Context: an optimization exercise on an open-source flow, tuned for small area and a short achievable clock period. The choices shown serve that exercise and are no tape-out recipe.
At most, simulation tests tie the RTL to the original design; equivalence was not proved.
The clock port is modelled as an ideal driver, which makes a skipped or thinned clock tree look cheaper than it is; a real chip needs a root buffer or a tree.
No activity file was given, so power comes from the tool's default toggle rates.

== job 3304 ==
==> flow/design.v <==
module synchronous_fifo #(
    parameter DEPTH = 10,
    parameter DATA_WIDTH = 32
) (
    input                           clk,
    input                           rst_n,
    input                           w_en,
    input                           r_en,
    input       [DATA_WIDTH-1:0]    data_in,
    output reg  [DATA_WIDTH-1:0]    data_out,
    output reg                      full,
    output reg                      empty
);
function [4:0] j_up;
    input [4:0] j;
    j_up = {j[3:0], ~j[4]};
endfunction
function [4:0] j_down;
    input [4:0] j;
    j_down = {~j[0], j[4:1]};
endfunction
function j_is;
    input [4:0] j;
    input integer k;
    case (k)
        0: j_is = ~j[4] & ~j[0];
        1: j_is =  j[0] & ~j[1];
        2: j_is =  j[1] & ~j[2];
        3: j_is =  j[2] & ~j[3];
        4: j_is =  j[3] & ~j[4];
        5: j_is =  j[4] &  j[0];
        6: j_is = ~j[0] &  j[1];
        7: j_is = ~j[1] &  j[2];
        8: j_is = ~j[2] &  j[3];
        default: j_is = ~j[3] & j[4];
    endcase
endfunction
reg [4:0] occ;
reg [DEPTH-1:0] r_sel;
reg [DEPTH-1:0] w_ok, w_nok;
reg nfull, nempty;
wire wr  = w_en & nfull;
wire rd  = r_en & nempty;
wire inc = wr & ~rd;
wire dec = rd & ~wr;
wire [DEPTH-1:0] w_rot = {w_ok[DEPTH-2:0], w_ok[DEPTH-1]};
wire             w_last = j_is(occ, 9) & ~rd;
wire [DEPTH-1:0] w_ok_next  = ~nfull ? ({DEPTH{r_en}} & r_sel)
                            : w_en ? (w_rot & {DEPTH{~w_last}})
                            : w_ok;
wire [DEPTH-1:0] w_nok_next = ~nfull ? ~({DEPTH{r_en}} & r_sel)
                            : w_en ? ~(w_rot & {DEPTH{~w_last}})
                            : w_nok;
always @(posedge clk) begin
    if (!rst_n) begin
        w_ok  <= {{(DEPTH-1){1'b0}}, 1'b1};
        w_nok <= {{(DEPTH-1){1'b1}}, 1'b0};
        r_sel <= {{(DEPTH-1){1'b0}}, 1'b1};
        occ   <= 5'd0;
        full  <= 1'b0;
        empty <= 1'b1;
        nfull  <= 1'b1;
        nempty <= 1'b0;
    end else begin
        w_ok  <= w_ok_next;
        w_nok <= w_nok_next;
        full   <= ~nfull  ? ~r_en : (w_en & w_last);
        nfull  <= ~nfull  ? r_en : ~(w_en & w_last);
        empty  <= ~nempty ? ~w_en : (r_en & j_is(occ, 1) & ~wr);
        nempty <= ~nempty ? w_en : ~(r_en & j_is(occ, 1) & ~wr);
        if (rd) r_sel <= {r_sel[DEPTH-2:0], r_sel[DEPTH-1]};
        if (inc)      occ <= j_up(occ);
        else if (dec) occ <= j_down(occ);
    end
end
genvar g;
wire [DATA_WIDTH-1:0] slot [0:DEPTH-1];
generate
    for (g = 0; g < DEPTH; g = g + 1) begin : row
        reg  [DATA_WIDTH-1:0] word;
        always @(posedge clk)
            word <= (data_in & {DATA_WIDTH{w_ok[g]}}) | (word & {DATA_WIDTH{w_nok[g]}});
        assign slot[g] = word;
    end
endgenerate
integer i;
reg [DATA_WIDTH-1:0] rdata;
always @(*) begin
    rdata = {DATA_WIDTH{1'b0}};
    for (i = 0; i < DEPTH; i = i + 1)
        rdata = rdata | ({DATA_WIDTH{r_sel[i]}} & slot[i]);
end
always @(posedge clk) begin
    if (!rst_n)
        data_out <= {DATA_WIDTH{1'b0}};
    else if (rd)
        data_out <= rdata;
end
endmodule
Settings: LEC_CHECK=0, CAP_MARGIN=20, CORE_MARGIN=2, CORE_UTILIZATION=62, SETUP_SLACK_MARGIN=1.6, SLEW_MARGIN=20; clock period 3.0 ns.
standard.sh (not shown) runs the stock make flow with config.mk's settings and CLKGATE_MAP_FILE= SYNTH_SCRIPT=/design/flow/synth_recipe.tcl, a recipe that flattens the netlist after the stock synthesis.
==> flow/flow/run.sh <==
#!/bin/bash
# The standard layout, with buf_1 cells as port buffers and the clock
# tree rebuilt after CTS as two balanced levels of clkbuf_16 (see
# post_cts.tcl); ORFS's own logs stay in orfs/logs.
bash standard.sh BUFFER_PORTS_ARGS="-buffer_cell sky130_fd_sc_hd__buf_1" \
  CTS_ARGS="-sink_clustering_enable -repair_clock_nets -sink_clustering_size 20 -sink_clustering_max_diameter 70 -buf_list sky130_fd_sc_hd__clkbuf_16 -dont_use_dummy_load" \
  POST_CTS_TCL="$(pwd)/flow/post_cts.tcl" \
  > standard_run.log 2>&1
Other scripts of this flow, unchanged in this note and not shown: flow/flow/clock_tree.tcl, flow/flow/post_cts.tcl
Job 3304 did not stop at any stage, and its layout met the timing, DRC and antenna checks.
Modified inputs, job 5933 compared to job 3304
Settings: swapping 62 for 55 in CORE_UTILIZATION; swapping 1.6 for 1.65 in SETUP_SLACK_MARGIN; putting GPL_TIMING_DRIVEN at 0 where nothing was set.
==> comparison <==
Comparing job 5933 and job 3304, the lower clock network fraction of design power was measured on job 5933.
On via count, job 3304 tracks job 5933 almost exactly.
Taking job 3304 as the reference, in job 5933 register-to-register slack went down 0.05 ns, count of different cell masters after synthesis did not really move.
Job 5933 against job 3304; register area is down slightly.
Critical path depth (higher): job 5933
There was hardly any difference in hold slack between job 5933 and job 3304.
The inputs of job 799 differ from those of job 5933 as listed below.
Settings: clearing GPL_TIMING_DRIVEN, which used to be 0; swapping 1.65 for 1.72 in SETUP_SLACK_MARGIN.
==> run notes <==
- Job 5933 finished end to end and its layout was clean on timing, DRC and antenna.
- In summary, job 799 completed successfully, with a layout that passed the timing, DRC and antenna checks.
- Utilization: job 799 < job 5933
- Changes observed in job 799 relative to job 5933: met3 demand-to-capacity share in global routing went up by 1.1 points, post-route fraction of the period consumed by the critical path went down 2.5 points, clock power saw little to no change.
- Sort job 5933 and job 799 by critical-path maximum fanout desc -> top: job 5933
- Looking at maximum clock rate, job 799 sits above job 5933.
- Going from job 5933 to job 799, share of layout cells above drive strength 1 now sits lower; total routing usage reported by global routing went up 1.2 points.
Relative to job 799, the following input files were edited for job 2578:
Settings: swapping 20 for 5 in SLEW_MARGIN; swapping 20 for 5 in CAP_MARGIN; swapping 1.72 for 1.65 in SETUP_SLACK_MARGIN.
- Diff job 799 -> job 2578 | sequential share of cell area | increase of 1.5 points
- Job 2578 vs. job 799: clock network fraction of total power now sits higher, required arrival time at the worst endpoint increased 0.03 ns.
- The sequential cell count was comparable across job 799 and job 2578.
- in -> reg as the critical path start-end classification was reported by job 799, and reg -> reg by job 2578.
- Job 2578 improves on job 799 in setup slack on the worst flop-to-flop path.
- Leakage power summed over all cells: job 2578 vs job 799 down 0.00013 uW
- First-iteration DRC count, job 799 and job 2578: lower on job 799
- The post-route total power of job 2578 falls short of that of job 799 by 0.39%.
- Per the comparison of job 2578 with job 799, logic depth of the worst setup path including buffers shows a reduction of 3; proportion of power drawn by combinational gates shows a reduction of 0.7 points.
In every run of this note, the design's own scripts or RTL, not TritonCTS, make the clock network.

* * *

// synchronous_fifo: RTL as listed in full above, without the edits since
Settings: LEC_CHECK=0, CAP_MARGIN=20, CORE_MARGIN=2, CORE_UTILIZATION=48, SETUP_SLACK_MARGIN=1.6, SLEW_MARGIN=20; clock period 3.0 ns.
Scripts as last shown in full above: flow/flow/run.sh
Other scripts of this flow, unchanged in this note and not shown: flow/flow/clock_tree.tcl, flow/flow/post_cts.tcl
==> next run, changes <==
- CORE_UTILIZATION: 48 -> 55
- SETUP_SLACK_MARGIN: 1.6 -> 1.65
Outcome: Combinational power barely changes. Total power climbs by about 0.32%. Global-route usage climbs by 4.8 points. Wire length climbs by about 2.8%. Final cell count drops by 3.2%. First-iteration DRC count climbs by about 15%.
==> next run, changes <==
- CORE_UTILIZATION: 55 -> 58
- SETUP_SLACK_MARGIN: 1.65 -> 1.6
- via count drops by 0.51%
- power falls by about 0.6%
- synthesized area stays the same
- sequential power barely changes
- design area is lower by 1.9%
- critical path depth rises by 2
- combinational power fell by about 3%
- worst setup slack is worse by 0.050 ns
==> next run, changes <==
- CORE_UTILIZATION: 58 -> 55
- PLACE_DENSITY: not set -> 0.72
- SETUP_SLACK_MARGIN: 1.6 -> 1.65
Effect:
- The changed run passed the timing, DRC and antenna checks
- global-route usage fell by 3.7 points
- design area rose by 2.2%
- hold slack is about the same
- via count shrinks by 0.41%
- die area rose by 5.3%
- worst setup slack improves by 0.033 ns
- total power is higher by 0.33%
- sequential cell count stays the same
- first-iteration DRC count is higher by 19%
- utilization went down by 2.6 points
No run of this note takes its clock network from TritonCTS; it comes from the design's own scripts or RTL.

* * *

north:
// synchronous_fifo: RTL as listed in full above, without the edits since
clock: 3.0 ns
lec_check: 0
cap_margin: 20
core_margin: 2
core_utilization: 55
setup_slack_margin: 1.55
slew_margin: 20
Scripts as last shown in full above: flow/flow/run.sh
Other scripts of this flow, unchanged in this note and not shown: flow/flow/clock_tree.tcl, flow/flow/post_cts.tcl
north: flow completed, timing, DRC and antenna clean
[inputs] south vs north
Settings: swapping 1.55 for 1.6 in SETUP_SLACK_MARGIN.
south: all stages complete, timing, DRC and antenna checks passed. r_en as the launch point of the worst path was reported by north, and data_out[25] by south. Compared with north, in south count of inverters not on the clock network in the layout rose by 1; data required time at the worst endpoint fell by 830 ps; leakage power rose by 1.3%. Across both runs, layout filler cell count was lower for south than for north. Delta (south minus north): sum of routed wire length over all layers now larger; share of the clock period used by the worst path dropped 2.8 points. Delta (south minus north): power share of the clock group shows no meaningful change; post-route minimum period decreased by 83 ps relative to the old numbers. When south is measured against north, its largest stage delay on the critical path turns out 170 ps higher. Number of global-route vias before repair, south vs north: down slightly. Wire length per cell after detailed routing is higher on south.
#### Input delta (east over south)
Settings: SLEW_MARGIN: 20 -> 10; SETUP_SLACK_MARGIN: 1.6 -> 1.65; CAP_MARGIN: 20 -> 10.
Between south and east, the maximum frequency from static timing analysis does not differ in any meaningful way.
Any difference in overall power between east and south is small enough to ignore.
Summary of east over south: post-route clock period utilization did not really move; final design utilization rose by 0.54 points.
No run of this note takes its clock network from TritonCTS; it comes from the design's own scripts or RTL.

* * *

Another version of the RTL of synchronous_fifo (not shown whole).
Size in the first run: about 370 flip-flops, roughly 13000 µm² of cells after synthesis.
export LEC_CHECK = 0
export CAP_MARGIN = 20
export CORE_MARGIN = 2
export CORE_UTILIZATION = 55
export SETUP_SLACK_MARGIN = 1.45
export SLEW_MARGIN = 20
create_clock -name core_clock -period 3.0 [get_ports {clk}]
Scripts as last shown in full above: flow/flow/run.sh
Other scripts of this flow, unchanged in this note and not shown: flow/flow/clock_tree.tcl, flow/flow/post_cts.tcl
Then changed:
- SETUP_SLACK_MARGIN: 1.45 -> 1.5
Effect:
- utilization grows by 0.36 points
- clock skew shrinks by 0.0036 ns
- via count grows by 1.4%
- sequential power is about the same
- area after synthesis is unchanged
Function was not checked in any run of this note: the RTL went through the layout flow alone. In every run of this note, the design's own scripts or RTL, not TritonCTS, make the clock network.

==> separate check: timing with driven ports <==
In the flow no input, the clock included, has a driving cell. The finished layouts below were timed again as built, in two steps.
Step 1, drivers: a clkbuf_16 drives clk and a buf_2 each remaining input, both assumed.
Step 2 also shifts input and output timing later by t, the mid clock arrival at the registers, as if the neighbouring blocks saw the same clock.
a / b / c = ideal ports / drivers / drivers and shift; a / b = the first two.
run	t, ns	setup slack, ns	hold slack, ns	worst setup path at the end	worst register clock-pin slew, ns
job 3304	0.425	1.462 / 1.484 / 1.116	0.480 / 0.480 / 0.480	input to register	0.10 / 0.10
job 5933	0.426	1.423 / 1.430 / 1.068	0.479 / 0.479 / 0.479	input to register	0.10 / 0.10
job 799	0.416	1.499 / 1.492 / 1.146	0.478 / 0.478 / 0.478	input to register	0.10 / 0.10
job 2578	0.425	1.584 / 1.497 / 1.231	0.477 / 0.477 / 0.477	input to register	0.10 / 0.10
the first run of note 2	0.425	1.414 / 1.431 / 1.035	0.477 / 0.477 / 0.477	input to register	0.10 / 0.10
the second run of note 2	0.425	1.584 / 1.497 / 1.231	0.477 / 0.477 / 0.477	input to register	0.10 / 0.10
the third run of note 2	0.426	1.534 / 1.479 / 1.158	0.477 / 0.477 / 0.477	input to register	0.10 / 0.10
the fourth run of note 2	0.427	1.567 / 1.484 / 1.224	0.480 / 0.470 / 0.480	input to register	0.10 / 0.10
north	0.426	1.501 / 1.480 / 1.131	0.478 / 0.478 / 0.478	input to register	0.10 / 0.10
south	0.431	1.583 / 1.474 / 1.237	0.479 / 0.479 / 0.479	input to register	0.10 / 0.10
east	0.425	1.584 / 1.497 / 1.231	0.477 / 0.477 / 0.477	input to register	0.10 / 0.10
the first run of note 4	0.423	1.433 / 1.433 / 1.194	0.483 / 0.483 / 0.483	input to register	0.10 / 0.10
the second run of note 4	0.420	1.452 / 1.452 / 1.232	0.477 / 0.477 / 0.477	input to register	0.10 / 0.10
After both steps every run listed still meets setup and hold. The setup slack of the first run of note 2, which loses most, moves by +0.017 ns with the drivers and by -0.379 ns with both steps.
